This design comes from an exercise in tuning for a short achievable clock period on the open sky130 flow, not from production work.
In this exercise RTL edits were held to simulation tests only and were not proved equivalent to the original.
Power and IR drop assume default switching activity.

==> delta <==
Design Microprocessor, start of the top module:
module Microprocessor( INPUT , OUTPUT , ClK , RESET , IADDR , IDATA
    );
	 parameter InputPortSize  = 4 ,
			 OutputPortSize = 16 ,
			 BusWidth = 16 ;
	 input [ InputPortSize - 1 : 0 ] INPUT ;
	 input ClK ;
	 input RESET ;
	 output [ OutputPortSize -1 : 0 ] OUTPUT ;
	 output [ BusWidth - 1 : 0 ] IADDR ;
	 input  [ BusWidth - 1 : 0 ] IDATA ;
	 reg [15:0]   pc ;
	 reg [127:0]  rfv ;         
	 reg [2047:0] memv ;        
	 reg [15:0]   outr ;
	 assign IADDR  = pc ;
	 assign OUTPUT = outr ;
	 wire [15:0] i = IDATA ;
	 wire [3:0] op = i[15:12] ;
	 wire [2:0] rs = i[11:9] , rt = i[8:6] , rd = i[5:3] , fn = i[2:0] ;
	 wire [15:0] imm = { {10{i[5]}} , i[5:0] } ;
	 wire isALU  = op == 4'b0000 ;
	 wire isIN   = op == 4'b0001 ;
	 wire isOUT  = op == 4'b0010 ;
	 wire isJR   = op == 4'b0011 ;
	 wire isADDI = op == 4'b0100 ;
	 wire isANDI = op == 4'b0101 ;
	 wire isORI  = op == 4'b0110 ;
	 wire isLW   = op == 4'b0111 ;
	 wire isSW   = op == 4'b1000 ;
	 wire isBEQ  = op == 4'b1001 ;
	 wire isBNE  = op == 4'b1010 ;
	 wire isJ    = op == 4'b1011 ;
	 wire isJAL  = op == 4'b1100 ;
	 wire isHLT  = op == 4'b1111 ;
	 wire [7:0] rsh , rth , rdh ;
	 genvar k , j , n2 ;
	 generate
		for ( k = 0 ; k < 8 ; k = k + 1 ) begin : g_dec
			assign rsh[k] = rs == k ;
			assign rth[k] = rt == k ;
			assign rdh[k] = rd == k ;
		end
	 endgenerate
	 wire [7:0]   eqk ;           
	 wire [79:0]  rincv , rdecv ;  
	 wire [1023:0] adec ;         
	 wire [127:0] raddi ;         
	 generate
		for ( k = 0 ; k < 8 ; k = k + 1 ) begin : g_pre
			wire [15:0] r = rfv[16*k +: 16] ;
			wire hi1 = &r[15:5] ;
			wire hi0 = ~|r[15:5] ;
			assign eqk[k] = ( r[4:0] == i[4:0] ) & ( i[5] ? hi1 : hi0 ) ;
  ...
Settings: LEC_CHECK=0, CAP_MARGIN=50, CORE_MARGIN=2, CORE_UTILIZATION=35, SETUP_SLACK_MARGIN=4.5, SLEW_MARGIN=70, SYNTH_HIERARCHICAL=1, SYNTH_MINIMUM_KEEP_SIZE=0, TNS_END_PERCENT=5; clock period 8.0 ns.
run.sh (not shown) runs the stock make flow with config.mk's settings and CLKGATE_MAP_FILE= SYNTH_SCRIPT=/design/flow/synth_recipe.tcl, a recipe that flattens the netlist after the stock synthesis.
==> tundra: changes against delta <==
--- a/flow/design.v
+++ b/flow/design.v
@@ -384,21 +384,30 @@
 	 wire [79:0]  rincv , rdecv ;  
 	 wire [1023:0] adec ;         
 	 wire [127:0] raddi ;         
 	 generate
 		for ( k = 0 ; k < 8 ; k = k + 1 ) begin : g_pre
 			wire [15:0] r = rfv[16*k +: 16] ;
+			wire [7:0]  plo ;
+			wire [15:0] phi ;
+			for ( j = 0 ; j < 16 ; j = j + 1 ) begin : g_pd
+				if ( j < 8 ) begin : g_l
+					assign plo[j] = r[2:0] == j ;
+				end
+				assign phi[j] = r[6:3] == j ;
+			end
 			wire hi1 = &r[15:5] ;
 			wire hi0 = ~|r[15:5] ;
 			assign eqk[k] = ( r[4:0] == i[4:0] ) & ( i[5] ? hi1 : hi0 ) ;
 			assign rincv[10*k +: 10] = r[15:6] + 10'd1 ;
 			assign rdecv[10*k +: 10] = r[15:6] - 10'd1 ;
 			for ( j = 0 ; j < 128 ; j = j + 1 ) begin : g_ad
-				assign adec[128*k + j] = r[6:0] == j ;
+				mp_and2 u_ad ( .a( plo[j % 8] ) , .b( phi[j / 8] ) , .y( adec[128*k + j] ) ) ;
 			end
-			wire [6:0] lo = { 1'b0 , r[5:0] } + { 1'b0 , i[5:0] } ;
+			wire [6:0] lo ;
+			mp_add6 u_lo ( .a( r[5:0] ) , .b( i[5:0] ) , .y( lo ) ) ;
 			wire [9:0] hi = ( lo[6] & ~i[5] ) ? rincv[10*k +: 10] :
 			                ( ~lo[6] & i[5] ) ? rdecv[10*k +: 10] : r[15:6] ;
 			assign raddi[16*k +: 16] = { hi , lo[5:0] } ;
 		end
 	 endgenerate
 	 reg        eq ;
@@ -406,28 +415,34 @@
 	 always @* begin
 		eq = 1'b0 ;
 		for ( n = 0 ; n < 8 ; n = n + 1 ) begin
 			eq   = eq   | ( rsh[n] & eqk[n] ) ;
 		end
 	 end
-	 wire [127:0] asel ;
+	 wire [127:0] rlv ;            
+	 wire [511:0] asel ;           
 	 wire [15:0]  ramout ;
 	 generate
+		for ( j = 0 ; j < 16 ; j = j + 1 ) begin : g_rdec
+			mp_dec3 u_d ( .a( rs ) , .y( rlv[8*j +: 8] ) ) ;
+		end
 		for ( j = 0 ; j < 128 ; j = j + 1 ) begin : g_asel
 			wire [7:0] ac ;
 			for ( n2 = 0 ; n2 < 8 ; n2 = n2 + 1 ) begin : g_c
 				assign ac[n2] = adec[128*n2 + j] ;
 			end
-			mp_sel8 u_a ( .s( rsh ) , .d( ac ) , .y( asel[j] ) ) ;
+			for ( n2 = 0 ; n2 < 4 ; n2 = n2 + 1 ) begin : g_cp
+				mp_sel8 u_a ( .s( rlv[8*(j/8) +: 8] ) , .d( ac ) , .y( asel[128*n2 + j] ) ) ;
+			end
 		end
 		for ( j = 0 ; j < 16 ; j = j + 1 ) begin : g_rd
 			wire [127:0] col ;
 			for ( n2 = 0 ; n2 < 128 ; n2 = n2 + 1 ) begin : g_col
 				assign col[n2] = memv[16*n2 + j] ;
 			end
-			mp_sel128 u_rd ( .s( asel ) , .d( col ) , .y( ramout[j] ) ) ;
+			mp_sel128 u_rd ( .s( asel[128*(j/4) +: 128] ) , .d( col ) , .y( ramout[j] ) ) ;
 		end
 	 endgenerate
 	 wire [15:0] sum_ab , dif_ab , addi ;
 	 wire [15:0] A , B ;
 	 generate
 		for ( j = 0 ; j < 16 ; j = j + 1 ) begin : g_fin
@@ -473,24 +488,25 @@
 			mp_nand3 u_3 ( .a( t1 ) , .b( t2 ) , .c( nrest[j] ) , .y( wdata[j] ) ) ;
 		end
 	 endgenerate
 	 wire wrd = isALU | isIN ;
 	 wire wrt = isADDI | isANDI | isORI | isLW ;
 	 wire [7:0] rwe = ( {8{wrd}} & rdh ) | ( {8{wrt}} & rth ) | { isJAL , 7'd0 } ;
-	 wire [6:0]  lo_bt = { 1'b0 , pc1[5:0] } + { 1'b0 , i[5:0] } ;
+	 wire [6:0]  lo_bt ;
+	 mp_add6 u_lobt ( .a( pc1[5:0] ) , .b( i[5:0] ) , .y( lo_bt ) ) ;
 	 wire        cb6 = lo_bt[6] ;
 	 wire [9:0]  p1inc = pc1[15:6] + 10'd1 ;
 	 wire [9:0]  p1dec = pc1[15:6] - 10'd1 ;
 	 wire [9:0]  hi_bt = ( cb6 & ~i[5] ) ? p1inc : ( ~cb6 & i[5] ) ? p1dec : pc1[15:6] ;
 	 wire [15:0] btgt = { hi_bt , lo_bt[5:0] } ;
 	 wire [15:0] jtgt = { 3'b000 , { 1'b0 , i[11:0] } + { 9'd0 , pc[15:12] } } ;
 	 wire taken = ( isBEQ & ~eq ) | ( isBNE & eq ) ;
-	 wire [15:0] pcn = isHLT ? pc :
-	                   ( isJ | isJAL ) ? jtgt :
-	                   isJR ? A :
-	                   taken ? btgt : pc1 ;
+	 wire [15:0] pbase = isHLT ? pc :
+	                     ( isJ | isJAL ) ? jtgt :
+	                     isJR ? A : pc1 ;
+	 wire [15:0] pcn = taken ? btgt : pbase ;
 	 always @( posedge ClK or negedge RESET )
 		if ( !RESET ) pc <= 16'd0 ;
 		else pc <= pcn ;
 	 generate
 		for ( k = 0 ; k < 8 ; k = k + 1 ) begin : g_rf
 			always @( posedge ClK or negedge RESET )
@@ -661,6 +677,51 @@
 			mp_and2b u_g ( .a( a[i] ) , .b( b[i] ) , .y( g[i] ) ) ;
 			mp_xnor2 u_p ( .a( a[i] ) , .b( b[i] ) , .y( p[i] ) ) ;
 		end
 	endgenerate
 	mp_ks16 #( 1 ) u_ks ( .g( g ) , .p( p ) , .y( y ) ) ;
 endmodule
+module mp_add6 ( a , b , y ) ;
+	input [5:0] a , b ;
+	output [6:0] y ;
+	wire [5:0] g , p , G1 , P1 , G2 , P2 , G3 ;
+	genvar i ;
+	generate
+		for ( i = 0 ; i < 6 ; i = i + 1 ) begin : g_b
+			mp_and2 u_g ( .a( a[i] ) , .b( b[i] ) , .y( g[i] ) ) ;
+			mp_xor2 u_p ( .a( a[i] ) , .b( b[i] ) , .y( p[i] ) ) ;
+			if ( i >= 1 ) begin : l1
+				mp_a21o u_g1 ( .a1( p[i] ) , .a2( g[i-1] ) , .b1( g[i] ) , .y( G1[i] ) ) ;
+				mp_and2 u_p1 ( .a( p[i] ) , .b( p[i-1] ) , .y( P1[i] ) ) ;
+			end else begin : k1
+				assign G1[i] = g[i] ; assign P1[i] = p[i] ;
+			end
+			if ( i >= 2 ) begin : l2
+				mp_a21o u_g2 ( .a1( P1[i] ) , .a2( G1[i-2] ) , .b1( G1[i] ) , .y( G2[i] ) ) ;
+				mp_and2 u_p2 ( .a( P1[i] ) , .b( P1[i-2] ) , .y( P2[i] ) ) ;
+			end else begin : k2
+				assign G2[i] = G1[i] ; assign P2[i] = P1[i] ;
+			end
+			if ( i >= 4 ) begin : l3
+				mp_a21o u_g3 ( .a1( P2[i] ) , .a2( G2[i-4] ) , .b1( G2[i] ) , .y( G3[i] ) ) ;
+			end else begin : k3
+				assign G3[i] = G2[i] ;
+			end
+			if ( i == 0 ) begin : s0
+				assign y[0] = p[0] ;
+			end else begin : s1
+				mp_xor2 u_s ( .a( p[i] ) , .b( G3[i-1] ) , .y( y[i] ) ) ;
+			end
+		end
+	endgenerate
+	assign y[6] = G3[5] ;
+endmodule
+module mp_dec3 ( a , y ) ;
+	input [2:0] a ;
+	output [7:0] y ;
+	genvar m ;
+	generate
+		for ( m = 0 ; m < 8 ; m = m + 1 ) begin : g
+			assign y[m] = a == m ;
+		end
+	endgenerate
+endmodule
Settings changed: CORE_UTILIZATION 35 to 30, SETUP_SLACK_MARGIN 4.5 to 5, TNS_END_PERCENT 5 to 10.
==> notes <==
Final area: tundra is larger than delta (about 28%).
tundra ran to the end with violations: antenna violations. delta went through all stages and came out clean.
Sequential power is about the same in delta and tundra.
In tundra the utilization is lower than in delta, by 4.8 points.
In delta the clock-buffer cell count is lower than in tundra, by 4.

-- static timing again, ports no longer ideal --
How much do the figures lean on ideal ports? The routed layouts below were timed once more, with nothing changed but the port constraints.
Step 1 sets driving cells, clkbuf_16 on the clock port and buf_2 on the other inputs (assumed; they add their load-dependent delay and slew).
Step 2 also shifts input and output timing later by t, the mid clock arrival at the registers, as if the neighbouring blocks saw the same clock.
a / b / c = ideal / step 1 / step 2; a / b = the first two.
| run | t, ns | setup slack, ns | worst hold slack (ns) |
|---|---|---|---|
| delta | 1.010 | 3.066 / 2.977 / 1.967 | 0.478 / 0.435 / 0.631 |
| tundra | 1.050 | 3.097 / 3.063 / 2.012 | 0.507 / 0.485 / 0.625 |
For delta, which loses most, drivers alone change the setup slack by -0.089 ns; drivers and shift together by -1.099 ns.
